Background: an optimization exercise with open tools, aiming at small area, a short achievable clock period and few clock cycles. Do not read the settings as production practice. In this exercise RTL edits were held to simulation tests only and were not proved equivalent to the original.

Setup of alpha:
// cnn_accel
module cnn_accel (
    input         clk,
    input         rst_n,       
    input         cnn_start,   
    output        cnn_finish,  
    output        mem_we,
    output [19:0] mem_addr,
    output [15:0] mem_wdata,
    input  [15:0] mem_rdata
);
localparam P = 8;            
localparam S_IDLE  = 3'd0;
localparam S_INIT  = 3'd1;   
localparam S_X     = 3'd2;   
localparam S_W     = 3'd3;   
localparam S_WR    = 3'd4;   
localparam S_PR    = 3'd5;   
localparam S_PD    = 3'd6;   
localparam K_NONE = 2'd0;
localparam K_X    = 2'd1;
localparam K_W    = 2'd2;
localparam K_P    = 2'd3;
reg [2:0]  st;
reg        start_q;     
reg        fin_q;
reg        we_q;
reg [19:0] addr_q;
reg [15:0] wdata_q;
assign cnn_finish = fin_q;
assign mem_we     = we_q;
assign mem_addr   = addr_q;
assign mem_wdata  = wdata_q;
reg [4:0] lay;
wire [19:0] c_in      = ({20{lay[0]}} & 20'd2) | ({20{lay[1]}} & 20'd17906) | ({20{lay[2]}} & 20'd34306) | ({20{lay[3]}} & 20'd53890) | ({20{lay[4]}} & 20'd566914);  
wire [19:0] c_w       = ({20{lay[0]}} & 20'd3074) | ({20{lay[1]}} & 20'd21506) | ({20{lay[2]}} & 20'd35458) | ({20{lay[3]}} & 20'd54914) | ({20{lay[4]}} & 20'd567414);  
wire [19:0] c_out     = ({20{lay[0]}} & 20'd3506) | ({20{lay[1]}} & 20'd29698) | ({20{lay[2]}} & 20'd53890) | ({20{lay[3]}} & 20'd566914) | ({20{lay[4]}} & 20'd572414);  
wire [10:0] c_n       = ({11{lay[0]}} & 11'd27) | ({11{lay[1]}} & 11'd256) | ({11{lay[2]}} & 11'd288) | ({11{lay[3]}} & 11'd1024) | ({11{lay[4]}} & 11'd500);  
wire [1:0] c_kmax    = ({2{lay[0]}} & 2'd2) | ({2{lay[1]}} & 2'd3) | ({2{lay[2]}} & 2'd2) | ({2{lay[3]}} & 2'd3);  
wire [4:0] c_ohmax   = ({5{lay[0]}} & 5'd29) | ({5{lay[1]}} & 5'd11) | ({5{lay[2]}} & 5'd3);  
wire [5:0] c_gmax    = ({6{lay[0]}} & 6'd1) | ({6{lay[1]}} & 6'd3) | ({6{lay[2]}} & 6'd7) | ({6{lay[3]}} & 6'd62) | ({6{lay[4]}} & 6'd1);  
wire [2:0] c_orem    = ({3{lay[3]}} & 3'd4) | ({3{lay[4]}} & 3'd2);  
wire c_skip    = (lay[1] & 1'b1) | (lay[2] & 1'b1) | (lay[3] & 1'b1) | (lay[4] & 1'b1);  
wire [19:0] c_xrow    = ({20{lay[0]}} & 20'd30) | ({20{lay[1]}} & 20'd12) | ({20{lay[2]}} & 20'd4) | ({20{lay[3]}} & 20'd1) | ({20{lay[4]}} & 20'd1);  
  ...
Size: roughly 2100 cells after synthesis, roughly 400 flip-flops, ~22000 um2 of cells after synthesis.
export LEC_CHECK = 0
export CAP_MARGIN = 20
export CORE_MARGIN = 2
export CORE_UTILIZATION = 40
export CTS_CLUSTER_DIAMETER = 80
export CTS_CLUSTER_SIZE = 24
export SLEW_MARGIN = 20
create_clock -name core_clock -period 20.0 [get_ports {clk}]
standard.sh (not shown) runs the stock make flow with config.mk's settings and CLKGATE_MAP_FILE= SYNTH_SCRIPT=/design/flow/synth_recipe.tcl, a recipe that flattens the netlist after the stock synthesis.
==> flow/flow/run.sh <==
#!/bin/bash
# The standard layout (the standard.sh: ORFS with the standard synthesis,
# floorplan, power grid and tap cells, at the design's clock and SDC), with
# two changes in how it is made:
# - every input and output port still gets its own buffer, but a plain sky130
#   buffer (buf_2) instead of the delay cell (clkdlybuf4s50_1) buffer_ports
#   picks by default, which adds about 0.6 ns to each path into or out of
#   the design;
# - ORFS's timing repair aims for SETUP_SLACK_MARGIN ns of setup slack, so
#   that it sizes the paths between registers for speed.
set -euo pipefail
export BUFFER_PORTS_ARGS="-buffer_cell sky130_fd_sc_hd__buf_2"
export SETUP_SLACK_MARGIN=15.2
bash standard.sh > standard_make.log 2>&1
Testbench counts of alpha, summed over its fixed seeds: cycles 8,190,648.
What beta does differently from alpha at the input level:
Settings: CORE_UTILIZATION: 40 -> 65.
==> flow/flow/run.sh <==
#!/bin/bash
# The standard layout (the standard.sh: ORFS with the standard synthesis,
# floorplan, power grid and tap cells), with one change: every input and
# output port is still given its own buffer, but a plain sky130 buffer
# (buf_2) instead of the delay cell (clkdlybuf4s50_1) buffer_ports picks by
# default, which adds about 0.6 ns to every path into or out of the design.
set -euo pipefail
export BUFFER_PORTS_ARGS="-buffer_cell sky130_fd_sc_hd__buf_2"
bash standard.sh > standard_make.log 2>&1
[summary]
- beta completed every stage of the flow, and the final layout passed the timing, DRC and antenna checks.
- Diff alpha -> beta: final-layout worst hold slack +12 ps, final instance area down 3.7%, number of fillers in the final layout saw a decrease.
- Compared with alpha, in beta total routing resource utilization after global routing higher; die area lower; number of buffers inserted by port buffering roughly the same.
Input-level comparison between gamma and beta:
Settings: CTS_CLUSTER_DIAMETER: 80 -> 60; CTS_CLUSTER_SIZE: 24 -> 28.
### Flow results
In the metrics for beta and gamma, the one carrying the lower routed wire length is beta. Final critical-path share of the clock period | gamma above beta. gamma ended up with a higher minimum clock period than beta did. Summary of gamma over beta: area growth from synthesis to layout increased by 2.4 points relative to the old numbers; non-filler instance count after layout now sits higher. In the tables for beta and gamma, met3 track utilization from global routing reads lower with beta. Post-synthesis share of cell area spent on full adders, half adders and majority gates essentially unchanged between gamma and beta. Critical path startpoint = wdata_q[1]$_DFFE_PP_: beta; critical path startpoint = addr_q[1]$_DFF_P_: gamma.

==> afterwards: timing with drivers on the ports <==
The results above use ideal ports. As a check the final layouts listed here were re-extracted and re-timed, cells and wires unchanged.
Step 1, drivers: a clkbuf_16 drives clk and a buf_2 each remaining input, both assumed.
Step 2 adds t to the input delays and takes it off the output delays; t is the mean of the earliest and latest rising clock arrival at the registers after step 1. Input paths then give back, and output paths get back, about the clock's delay inside the block.
a / b / c = no drivers / after step 1 / after step 2; a / b = the first two.
run | t (ns) | slack for setup (ns) | worst register clock-pin slew, ns | pins driven straight from the clock port
alpha | 0.643 | 14.844 / 14.791 / 15.434 | 0.10 / 0.10 | 1
beta | 0.597 | 14.887 / 14.835 / 15.431 | 0.10 / 0.10 | 1
gamma | 0.651 | 14.827 / 14.775 / 15.426 | 0.10 / 0.10 | 1
After both steps setup and hold are still met in every run listed.
